Background: an optimization exercise with open tools, aiming at small area and a short achievable clock period. Do not read the settings as production practice.
At most, simulation tests tie the RTL to the original design; equivalence was not proved.

Design mac_unit, start of the top module:
module mac_unit #(
    parameter AW = 16,
    parameter BW = 16,
    parameter ACCW = 40,
    parameter SIGNED = 0
)(
    input  wire clk,
    input  wire rst_n,
    input  wire en,
    input  wire valid_in,
    input  wire [AW-1:0] a,
    input  wire [BW-1:0] b,
    output reg  valid_out,
    output reg  [ACCW-1:0] acc_out
);
  reg [80:0] pr;
  reg valid_reg;
  wire [39:0] nacc = ~acc_out;
  wire p1;
  wire p2;
  wire p3;
  wire p4;
  wire p5;
  wire p6;
  wire p7;
  wire p8;
  wire p9;
  wire p10;
  wire p11;
  wire p12;
  wire p13;
  wire p14;
  wire p15;
  wire p16;
  wire p17;
  wire p18;
  wire p19;
  wire p20;
  wire p21;
  wire p22;
  wire p23;
  wire p24;
  wire p25;
  wire p26;
  wire p27;
  wire p28;
  wire p29;
  wire p30;
  wire p31;
  wire p32;
  wire p33;
  wire p34;
  wire p35;
  wire p36;
  wire p37;
  wire p38;
  wire p39;
  wire p40;
  wire p41;
  wire p42;
  wire p43;
  wire p44;
  wire p45;
  wire p46;
  wire p47;
  wire p48;
  wire p49;
  wire p50;
  wire p51;
  wire p52;
  wire p53;
  wire p54;
  wire p55;
  wire p56;
  wire p57;
  wire p58;
  wire p59;
  wire p60;
  wire p61;
  wire p62;
  wire p63;
  wire p64;
  wire p65;
  wire p66;
  wire p67;
  wire p68;
  wire p69;
  wire p70;
  wire p71;
  wire p72;
  wire p73;
  wire p74;
  wire p75;
  wire p76;
  wire p77;
  wire p78;
  wire p79;
  wire p80;
  wire p81;
  wire p82;
  wire p83;
  wire p84;
  wire p85;
  wire p86;
  wire p87;
  wire p88;
  wire p89;
  wire p90;
  wire p91;
  wire p92;
  wire p93;
  wire p94;
  wire p95;
  wire p96;
  wire p97;
  wire p98;
  wire p99;
  wire p100;
  wire p101;
  wire p102;
  wire p103;
  wire p104;
  wire p105;
  wire p106;
  wire p107;
  wire p108;
  wire p109;
  wire p110;
  wire p111;
  wire p112;
  wire p113;
  wire p114;
  wire p115;
  wire p116;
  wire p117;
  wire p118;
  wire p119;
  wire p120;
  wire p121;
  wire p122;
  wire p123;
  wire p124;
  wire p125;
  wire p126;
  wire p127;
  wire p128;
  ...
Size in the first run: about 120 flip-flops, about 77 I/O pins.
export LEC_CHECK = 0
export CAP_MARGIN = 20
export CORE_MARGIN = 2
export CORE_UTILIZATION = 65
export CTS_BUF_LIST = sky130_fd_sc_hd__clkbuf_4 sky130_fd_sc_hd__clkbuf_8
export SETUP_SLACK_MARGIN = 3.65
export SLEW_MARGIN = 20
export SYNTH_HIERARCHICAL = 1
export SYNTH_MINIMUM_KEEP_SIZE = 0
create_clock -name core_clock -period 7.0 [get_ports {clk}]
run.sh (not shown) runs the stock make flow with config.mk's settings and CLKGATE_MAP_FILE= SYNTH_SCRIPT=/design/flow/synth_recipe.tcl, a recipe that flattens the netlist after the stock synthesis.
The starting point completed without violations.
Change:
CORE_UTILIZATION = 80   (was 65)
PLACE_DENSITY = 0.8   (was unset)
SETUP_SLACK_MARGIN = 3.7   (was 3.65)
The new run did not get past global routing, error DPL-0038.
Synthesized cell count does not change.
Area after synthesis stays the same.

job 2625:
mac_unit again, from the RTL that the note above started with.
==> flow/config.mk <==
export PLATFORM = sky130hd
export DESIGN_NAME = mac_unit
export DESIGN_NICKNAME = mac_unit
export VERILOG_FILES = /design/flow/design.v
export SDC_FILE = /design/flow/constraint.sdc
export NUM_CORES = 4
export LEC_CHECK = 0
export CAP_MARGIN = 20
export CORE_MARGIN = 2
export CORE_UTILIZATION = 65
export CTS_BUF_LIST = sky130_fd_sc_hd__clkbuf_4 sky130_fd_sc_hd__clkbuf_8
export SETUP_SLACK_MARGIN = 3.7
export SLEW_MARGIN = 20
export SYNTH_HIERARCHICAL = 1
export SYNTH_MINIMUM_KEEP_SIZE = 0
export TNS_END_PERCENT = 20
==> flow/constraint.sdc <==
create_clock -name core_clock -period 7.0 [get_ports {clk}]
set_input_delay 1.4000 -clock core_clock [delete_from_list [all_inputs] [get_ports {clk}]]
set_output_delay 1.4000 -clock core_clock [all_outputs]
set_load 0.01 [all_outputs]
Job 2625 went all the way through synthesis, placement and routing and the layout is clean on timing, DRC and antenna.
Changes in job 697 relative to job 2625:
- changing SLEW_MARGIN from 20 to 5
- removing TNS_END_PERCENT (formerly 20)
- changing CAP_MARGIN from 20 to 5
==> run summary <==
A worst setup path startpoint of b[11] is what job 2625 shows, while b[1] belongs to job 697.
Delta (job 697 minus job 2625): number of buffers inserted during clock tree synthesis closely matched the old numbers.
On job 697: filler cell count in the final layout is about 2.7% lower than what job 2625 gave.
### job 697 -> job 8595
- CAP_MARGIN now 20, was 5
- SLEW_MARGIN now 20, was 5
==> flow/flow/run.sh (new file) <==
#!/bin/bash
# The standard layout (the standard.sh, all steps), with the port
# buffers inserted as the smallest buffer cell; the flow's repair steps
# resize the ones on critical paths.
set -e
cp standard.sh standard_sh.txt
export BUFFER_PORTS_ARGS="-buffer_cell sky130_fd_sc_hd__buf_1"
bash standard.sh > standard.log 2>&1
==> flow/standard.sh (new file) <==
#!/bin/bash
# synth_recipe.tcl (not shown) runs the flow's synth.tcl, then flattens the netlist and writes it again
# the make line also repeats each setting of config.mk as NAME=value (left out here)
make -C /OpenROAD-flow-scripts/flow DESIGN_CONFIG=/design/flow/config.mk WORK_HOME=/design/flow/orfs CLKGATE_MAP_FILE= SYNTH_SCRIPT=/design/flow/synth_recipe.tcl "${@:-finish}"
removed: flow/run.sh
--- outcome ---
Job 8595 ends up with a global placer's final weighted congestion that is 1.3% higher than in job 697. Job 8595 vs job 697 — maximum clock rate dropped about 1.1%. [compare] base=job 697 new=job 8595: final critical-path setup slack went down by 37 ps, post-DP HPWL went up by about 0.36%. | number of resized instances in the post-cts repair step | job 8595 vs job 697 | about 23% lower |. Cell count: job 8595 higher than job 697.
## Diff of input files: job 5136 against job 8595
- swapping 3.7 for 3.9 in SETUP_SLACK_MARGIN
==> flow/run.sh (new file) <==
#!/bin/bash
# synth_recipe.tcl (not shown) runs the flow's synth.tcl, then flattens the netlist and writes it again
# the make line also repeats each setting of config.mk as NAME=value (left out here)
make -C /OpenROAD-flow-scripts/flow DESIGN_CONFIG=/design/flow/config.mk WORK_HOME=/design/flow/orfs CLKGATE_MAP_FILE= SYNTH_SCRIPT=/design/flow/synth_recipe.tcl finish
removed: flow/flow/run.sh
removed: flow/standard.sh
Results
Comparing job 8595 and job 5136, the lower non-clock buffer count was measured on job 8595. Relative to job 8595, the length in cells of the worst reg-to-reg path of job 5136 is lower by 1. Against job 8595, job 5136 comes in 2.5 points lower on sequential share of layout area. Side by side, final cell count without fillers turned out higher in job 5136 than in job 8595. Relative to job 8595, clock period minus worst slack has gone up in job 5136.
The following lists how job 4544 was set up differently from job 5136:
- SETUP_SLACK_MARGIN: 3.9 -> 3.7
- CORE_UTILIZATION: 65 -> 72
Findings:
- The final reports for job 4544 and job 5136 show time the worst path needs with I/O delays and setup higher in the former.
- Higher final design area excluding fillers goes to job 5136 over job 4544.
- Across both runs, tap cell count was lower for job 4544 than for job 5136.
- From job 5136 to job 4544 the numbers moved as follows: count of non-filler cells in the finished layout shrank by about 7%.
> inputs changed (job 4544 -> job 4805)
- changing CORE_UTILIZATION from 72 to 65
- setting ABC_AREA to 1 for the first time
==> run summary <==
Going from job 4544 to job 4805, the hold slack was found to have gone down by 18 ps. Job 4805 ended with less share of synthesized area spent on multiplexers than job 4544. Run comparison: job 4544 critical path capture point acc_out[19]; job 4805 critical path capture point acc_out[34]. Job 4544 → job 4805: worst setup slack for register-to-register paths grew by 220 ps, worst path arrival time went down by 180 ps, worst setup slack picked up an extra 220 ps. Delta (job 4805 minus job 4544): design area went up by 960 um2, die outline area higher. What job 4544 reported for total via count in the routed design has to be multiplied by 1.09 to get the figure for job 4805. The final reports for job 4805 and job 4544 show routed length on met3 lower in the former.

== v6 ==
mac_unit, a different RTL version from the one above (not shown whole).
For scale: roughly 1100 cells after synthesis, about 130 flip-flops, ~77 I/O pins, ~11000 um^2 of cells after synthesis.
clock: 7.0 ns
lec_check: 0
cap_margin: 20
core_margin: 2
core_utilization: 40
setup_slack_margin: 3.4
slew_margin: 20
synth_hierarchical: 1
synth_minimum_keep_size: 0
Stock flow here: none of the scripts above is used.
## Diff of input files: v7 against v6
Settings: SETUP_SLACK_MARGIN: 3.4 -> 3; CORE_UTILIZATION: 40 -> 65.
[summary]
Final cell count went down by more than 10% going from v6 to v7. In v7, the transition at the pin with the smallest max-transition slack came out 0.054 ns below the value in v6. Looking at sequential share of layout area, v7 sits 2.1 points above v6. In the reports for v7 and v6, the smaller cell area after layout belongs to v7. Delay of the slowest cell on the worst path was lower in v6 than in v7. v7 improves on v6 in via count.

Setup of 09-16:
mac_unit, a different RTL version from the one above (not shown whole).
Size: about 1,000 cells after synthesis, roughly 77 I/O pins, about 11,000 sq um of cells after synthesis.
clock: 7.0 ns
lec_check: 0
cap_margin: 20
core_margin: 2
core_utilization: 40
setup_slack_margin: 2
slew_margin: 20
synth_hierarchical: 1
synth_minimum_keep_size: 0
09-16 went all the way through synthesis, placement and routing and the layout is clean on timing, DRC and antenna.
## Diff of input files: 11-20 against 09-16
# 09-16
export LEC_CHECK = 0
export CAP_MARGIN = 20
export CORE_MARGIN = 2
export CORE_UTILIZATION = 40
export SETUP_SLACK_MARGIN = 2
export SLEW_MARGIN = 20
export SYNTH_HIERARCHICAL = 1
export SYNTH_MINIMUM_KEEP_SIZE = 0
create_clock -name core_clock -period 7.0 [get_ports {clk}]
# 11-20
export LEC_CHECK = 0
export CAP_MARGIN = 20
export CORE_MARGIN = 2
export CORE_UTILIZATION = 40
export SLEW_MARGIN = 20
export SYNTH_HIERARCHICAL = 1
export SYNTH_MINIMUM_KEEP_SIZE = 0
create_clock -name core_clock -period 7.0 [get_ports {clk}]
Notes after the runs:
Diff 09-16 -> 11-20 | final clock period utilization by the worst path | increase of 3.2 points
Per the comparison of 11-20 with 09-16, number of enable flip-flop cells after synthesis level; worst hold slack across all endpoints level; number of fill cells level; worst setup slack moved down; cell count level.
Of 11-20 and 09-16, the run reporting the higher maximum frequency was 09-16.
The number of detailed-routing iterations run before antenna repair of 11-20 exceeds that of 09-16 by 1.
The first-pass GRT wire length was comparable across 11-20 and 09-16.
No functional check of the RTL was part of any run of this note.

-- afterwards: timing with drivers on the ports --
The results above use ideal ports. As a check the final layouts listed here were re-extracted and re-timed, cells and wires unchanged.
Step 1 (the two cells are an assumption about what drives the block):
set clk [get_ports {clk}]
set_driving_cell -lib_cell sky130_fd_sc_hd__clkbuf_16 $clk
set_driving_cell -lib_cell sky130_fd_sc_hd__buf_2 [delete_from_list [all_inputs] $clk]
Step 2 also shifts input and output timing later by t, the mid clock arrival at the registers, as if the neighbouring blocks saw the same clock.
Three values: ideal ports, drivers, drivers and shift; two values: the first two.
| run | t (ns) | setup slack, ns | slew at the worst register clock pin (ns) | cell pins on the clock port's net |
|---|---|---|---|---|
| the first run of note 1 | 0.484 | 3.670 / 3.673 / 3.189 | 0.09 / 0.09 | 1 |
| job 2625 | 0.473 | 3.629 / 3.644 / 3.171 | 0.07 / 0.07 | 1 |
| job 697 | 0.482 | 3.711 / 3.727 / 3.245 | 0.09 / 0.09 | 1 |
| job 8595 | 0.481 | 3.673 / 3.632 / 3.150 | 0.08 / 0.08 | 1 |
| job 5136 | 0.501 | 3.529 / 3.529 / 3.035 | 0.09 / 0.09 | 1 |
| job 4544 | 0.502 | 3.505 / 3.505 / 3.136 | 0.08 / 0.08 | 1 |
| job 4805 | 0.492 | 3.727 / 3.725 / 3.232 | 0.08 / 0.08 | 1 |
| v6 | 0.461 | 3.396 / 3.354 / 2.893 | 0.07 / 0.07 | 1 |
| v7 | 0.471 | 3.041 / 3.059 / 2.588 | 0.07 / 0.07 | 1 |
| 09-16 | 0.394 | 2.136 / 2.152 / 1.758 | 0.08 / 0.08 | 1 |
| 11-20 | 0.395 | 1.913 / 1.933 / 1.538 | 0.08 / 0.08 | 1 |
After both steps setup and hold are still met in every run listed. For job 8595, which loses most, drivers alone change the setup slack by -0.041 ns; drivers and shift together by -0.523 ns.
